Context: an optimization exercise on an open-source flow, tuned for small area. The choices shown serve that exercise and are no tape-out recipe. Only simulation tests tie the RTL to the original design; equivalence was not proved. Power figures rest on the tool's default switching activity, not on a simulated workload.

job 101:
## top
module top (
	input	wire		CLOCK_50,
	input	wire		rst,
	input 	wire [9:0] 	SW,
	input 	wire [3:0] 	KEY,
	output 	wire [9:0] 	LEDR,
	output 	wire [6:0] 	HEX0,
	output 	wire [6:0] 	HEX1,
	output 	wire [6:0] 	HEX2,
	output 	wire [6:0] 	HEX3,
	output 	wire [6:0] 	HEX4,
	output 	wire [6:0] 	HEX5
);
	wire clk = CLOCK_50;
	reg [3:0] k1, k2, k3, k4;
	always @(posedge clk)
		if (rst) begin
			k1 <= 4'd0; k2 <= 4'd0; k3 <= 4'd0; k4 <= 4'd0;
		end else begin
			k1 <= ~KEY; k2 <= k1; k3 <= k2; k4 <= k3;
		end
	reg r9a, r9b, t8a, t8b;
	always @(posedge clk)
		if (rst) begin
			r9a <= 1'b0; r9b <= 1'b0;
		end else begin
			r9a <= ~SW[9]; r9b <= r9a;
		end
	always @(posedge clk) begin
		t8a <= SW[8]; t8b <= t8a;
	end
	wire dresetn;           
	wire turbo;
	debounce deb_r (.clk(clk), .rst(rst), .in(r9b), .v(dresetn), .rel());
	wire crst = rst || !dresetn;
	debounce deb_t (.clk(clk), .rst(crst), .in(t8b), .v(turbo), .rel());
	wire [3:0] kv, fall, hold, krel;
	genvar i;
	generate
		for (i = 0; i < 4; i = i + 1) begin : key
			debounce deb (.clk(clk), .rst(rst), .in(k4[i]), .v(kv[i]), .rel(krel[i]));
			keyhold  kh  (.clk(clk), .rst(rst), .v(kv[i]), .press(fall[i]), .hold(hold[i]));
		end
	endgenerate
	wire hold_any = |hold;
	reg [5:0] ecnt;
	wire eslow = ecnt[3] & ecnt[2] & ecnt[1];
	always @(posedge clk)
		if (crst || eslow) ecnt <= 6'd0;
		else ecnt <= {ecnt[4:0], ~(ecnt[5] ^ ecnt[0])};
	wire en = turbo || eslow;
	reg [6:0] ip;
	reg [7:0] r0, r1, r2, r3, dout, rnd, dinp, swz;
	reg       dld;
	reg [3:0] size;        
  ...
For scale: roughly 1200 cells after synthesis, ~68 I/O pins, about 0.010 mm^2 of cells after synthesis.
==> flow/config.mk <==
export PLATFORM = sky130hd
export DESIGN_NAME = top
export DESIGN_NICKNAME = top
export VERILOG_FILES = /design/flow/design.v
export SDC_FILE = /design/flow/constraint.sdc
export NUM_CORES = 4
export LEC_CHECK = 0
export CAP_MARGIN = 20
export CORE_MARGIN = 2
export CORE_UTILIZATION = 40
export GPL_TIMING_DRIVEN = 0
export SLEW_MARGIN = 20
==> flow/constraint.sdc <==
create_clock -name core_clock -period 12.0 [get_ports {CLOCK_50}]
set_input_delay 2.4000 -clock core_clock [delete_from_list [all_inputs] [get_ports {CLOCK_50}]]
set_output_delay 2.4000 -clock core_clock [all_outputs]
set_load 0.01 [all_outputs]
standard.sh (not shown) runs the stock make flow with config.mk's settings and CLKGATE_MAP_FILE= SYNTH_SCRIPT=/design/flow/synth_recipe.tcl, a recipe that flattens the netlist after the stock synthesis.
==> flow/flow/run.sh <==
#!/bin/bash
# Own layout flow: the standard synthesis; then the combinational logic of
# its netlist re-mapped by ABC for area, with every register kept as it is
# (same cell, same name); then the standard layout from floorplan to
# finish, with a clock tree of smaller buffers. If the re-mapped netlist cannot
# be proven equal to the standard one, the standard netlist is laid out.
set -euo pipefail
WORK=$(pwd)
R=$WORK/orfs/results/$FLOW_PLATFORM/top/base
YOSYS=$FLOW_HOME/../tools/install/yosys/bin/yosys
export RESYN_LIB=$FLOW_HOME/platforms/$FLOW_PLATFORM/lib/sky130_fd_sc_hd__tt_025C_1v80.lib
export RESYN_MAP=$WORK/cellmap.v

bash standard.sh synth > $WORK/flow_synth.log 2>&1
cp $R/1_2_yosys.v $WORK/std_synth.v

# Eight ABC runs (different seeds and mappings, four at a time); the smallest
# netlist that is proven equal to the standard one is laid out.
python3 $WORK/flow/genmap.py $RESYN_LIB $RESYN_MAP > $WORK/flow_genmap.log 2>&1 || true
resyn() {
	local k=$1
	RESYN_IN=$WORK/std_synth.v RESYN_OUT=$WORK/resynth$k.raw.v RESYN_SCRIPT=$WORK/flow/abc$k.script \
		$YOSYS -c $WORK/flow/resynth.tcl > $WORK/flow_resynth$k.log 2>&1 &&
	python3 $WORK/flow/fixports.py $WORK/resynth$k.raw.v $WORK/resynth$k.v > $WORK/flow_fixports$k.log 2>&1 &&
	EQ_GOLD=$WORK/std_synth.v EQ_GATE=$WORK/resynth$k.v \
		$YOSYS -c $WORK/flow/eqv.tcl > $WORK/flow_equiv$k.log 2>&1 &&
	grep "Chip area" $WORK/resynth$k.raw.v.stat | awk '{print $NF}' > $WORK/resynth$k.area
}
for k in 0 1 2 3; do resyn $k & done
wait || true
for k in 4 5 6 7; do resyn $k & done
wait || true
best=""; bestarea=""
for k in 0 1 2 3 4 5 6 7; do
	if [[ -s $WORK/resynth$k.area ]]; then
		a=$(cat $WORK/resynth$k.area)
		if [[ -z "$best" ]] || python3 -c "import sys; sys.exit(0 if $a < $bestarea else 1)"; then
			best=$k; bestarea=$a
		fi
	fi
done
if [[ -n "$best" ]]; then
	echo "using re-mapped netlist $best, area $bestarea" > $WORK/flow_choice.log
	cp $WORK/resynth$best.v $R/1_2_yosys.v
	rm -f $R/1_synth.odb $R/1_synth.sdc
else
	echo "re-mapping failed; using the standard netlist" > $WORK/flow_choice.log
fi

# Clock tree of clkbuf_4 in clusters of at most 8 registers, without dummy
# loads; the port buffers that the
# standard flow adds are buf_1 cells (the resizer upsizes them if needed).
CTS="CTS_ARGS=$(cat $WORK/flow/cts_args)"
BUFP="BUFFER_PORTS_ARGS=-inputs -outputs -buffer_cell sky130_fd_sc_hd__buf_1"
bash standard.sh "$CTS" "$BUFP" finish > $WORK/flow_layout.log 2>&1
==> flow/flow/abc1.script <==
strash
&get -n
&deepsyn -T 60 -S 12
&put
dch -f
amap
strash
dch -f
amap
==> flow/flow/abc2.script <==
strash
&get -n
&deepsyn -T 60 -S 23
&put
dch -f
amap
==> flow/flow/abc3.script <==
strash
&get -n
&deepsyn -T 60 -S 34
&put
dch -f
amap
strash
dch -f
amap
==> flow/flow/abc4.script <==
strash
&get -n
&deepsyn -T 60 -S 45
&put
dch -f
amap
==> flow/flow/abc5.script <==
strash
&get -n
&deepsyn -T 60 -S 56
&put
dch -f
amap
strash
dch -f
amap
==> flow/flow/abc6.script <==
strash
&get -n
&deepsyn -T 60 -S 67
&put
dch -f
amap
==> flow/flow/abc7.script <==
strash
&get -n
&deepsyn -T 60 -S 78
&put
dch -f
amap
strash
dch -f
amap
Other scripts of this flow, unchanged in this note and not shown: flow/flow/abc0.script, flow/flow/cts_args, flow/flow/eqv.tcl, flow/flow/fixports.py, flow/flow/genmap.py, flow/flow/resynth.tcl
Edits applied to the flow inputs when going from job 101 to job 102:
# job 101
export LEC_CHECK = 0
export CAP_MARGIN = 20
export CORE_MARGIN = 2
export CORE_UTILIZATION = 40
export GPL_TIMING_DRIVEN = 0
export SLEW_MARGIN = 20
create_clock -name core_clock -period 12.0 [get_ports {CLOCK_50}]
# job 102
export LEC_CHECK = 0
export CAP_MARGIN = 20
export CORE_MARGIN = 2
export CORE_UTILIZATION = 40
export SLEW_MARGIN = 20
create_clock -name core_clock -period 12.0 [get_ports {CLOCK_50}]
diff --git a/flow/flow/run.sh b/flow/flow/run.sh
--- a/flow/flow/run.sh
+++ b/flow/flow/run.sh
@@ -15,6 +15,6 @@
 cp $R/1_2_yosys.v $WORK/std_synth.v
 
-# Eight ABC runs (different seeds and mappings, four at a time); the smallest
-# netlist that is proven equal to the standard one is laid out.
+# Three ABC runs with different seeds; the smallest netlist that is proven
+# equal to the standard one is laid out.
 python3 $WORK/flow/genmap.py $RESYN_LIB $RESYN_MAP > $WORK/flow_genmap.log 2>&1 || true
 resyn() {
@@ -27,10 +27,8 @@
 	grep "Chip area" $WORK/resynth$k.raw.v.stat | awk '{print $NF}' > $WORK/resynth$k.area
 }
-for k in 0 1 2 3; do resyn $k & done
-wait || true
-for k in 4 5 6 7; do resyn $k & done
+for k in 0 1 2; do resyn $k & done
 wait || true
 best=""; bestarea=""
-for k in 0 1 2 3 4 5 6 7; do
+for k in 0 1 2; do
 	if [[ -s $WORK/resynth$k.area ]]; then
 		a=$(cat $WORK/resynth$k.area)
==> flow/flow/abc1.script <==
strash
&get -n
&deepsyn -T 60 -S 8
&put
dch -f
amap
==> flow/flow/abc2.script <==
strash
&get -n
&deepsyn -T 60 -S 15
&put
dch -f
amap
removed: flow/flow/abc3.script
removed: flow/flow/abc4.script
removed: flow/flow/abc5.script
removed: flow/flow/abc6.script
removed: flow/flow/abc7.script
Findings:
- The lower inserted tap cell count of job 101 and job 102 is in job 101.
- Non-clock buffer count (job 102 vs. job 101) increases by more than 10%
- Compared with job 101, in job 102 worst vdd rail ir drop rose 18%; critical path's largest stage delay saw a decrease; instance area after placement +1.0%.

## static timing again, ports no longer ideal
Ports are ideal in the flow. The routed layouts listed here were re-timed in OpenROAD. Step 1, drivers: a clkbuf_16 drives CLOCK_50 and a buf_2 each remaining input, both assumed. Step 2 adds t to the input delays and takes it off the output delays; t is the mean of the earliest and latest rising clock arrival at the registers after step 1. Input paths then give back, and output paths get back, about the clock's delay inside the block. Slacks: ideal ports / drivers / drivers and shift; pairs: ideal ports / drivers.
| run | t (ns) | slack for setup (ns) | worst setup path after step 2 | slew at the worst register clock pin (ns) | cell pins on the clock port's net |
|---|---|---|---|---|---|
| job 101 | 0.622 | 3.021 / 2.984 / 3.606 | register to output | 0.10 / 0.10 | 1 |
| job 102 | 0.639 | 2.460 / 2.418 / 3.057 | register to output | 0.10 / 0.10 | 1 |
After both steps every run listed still meets setup and hold.
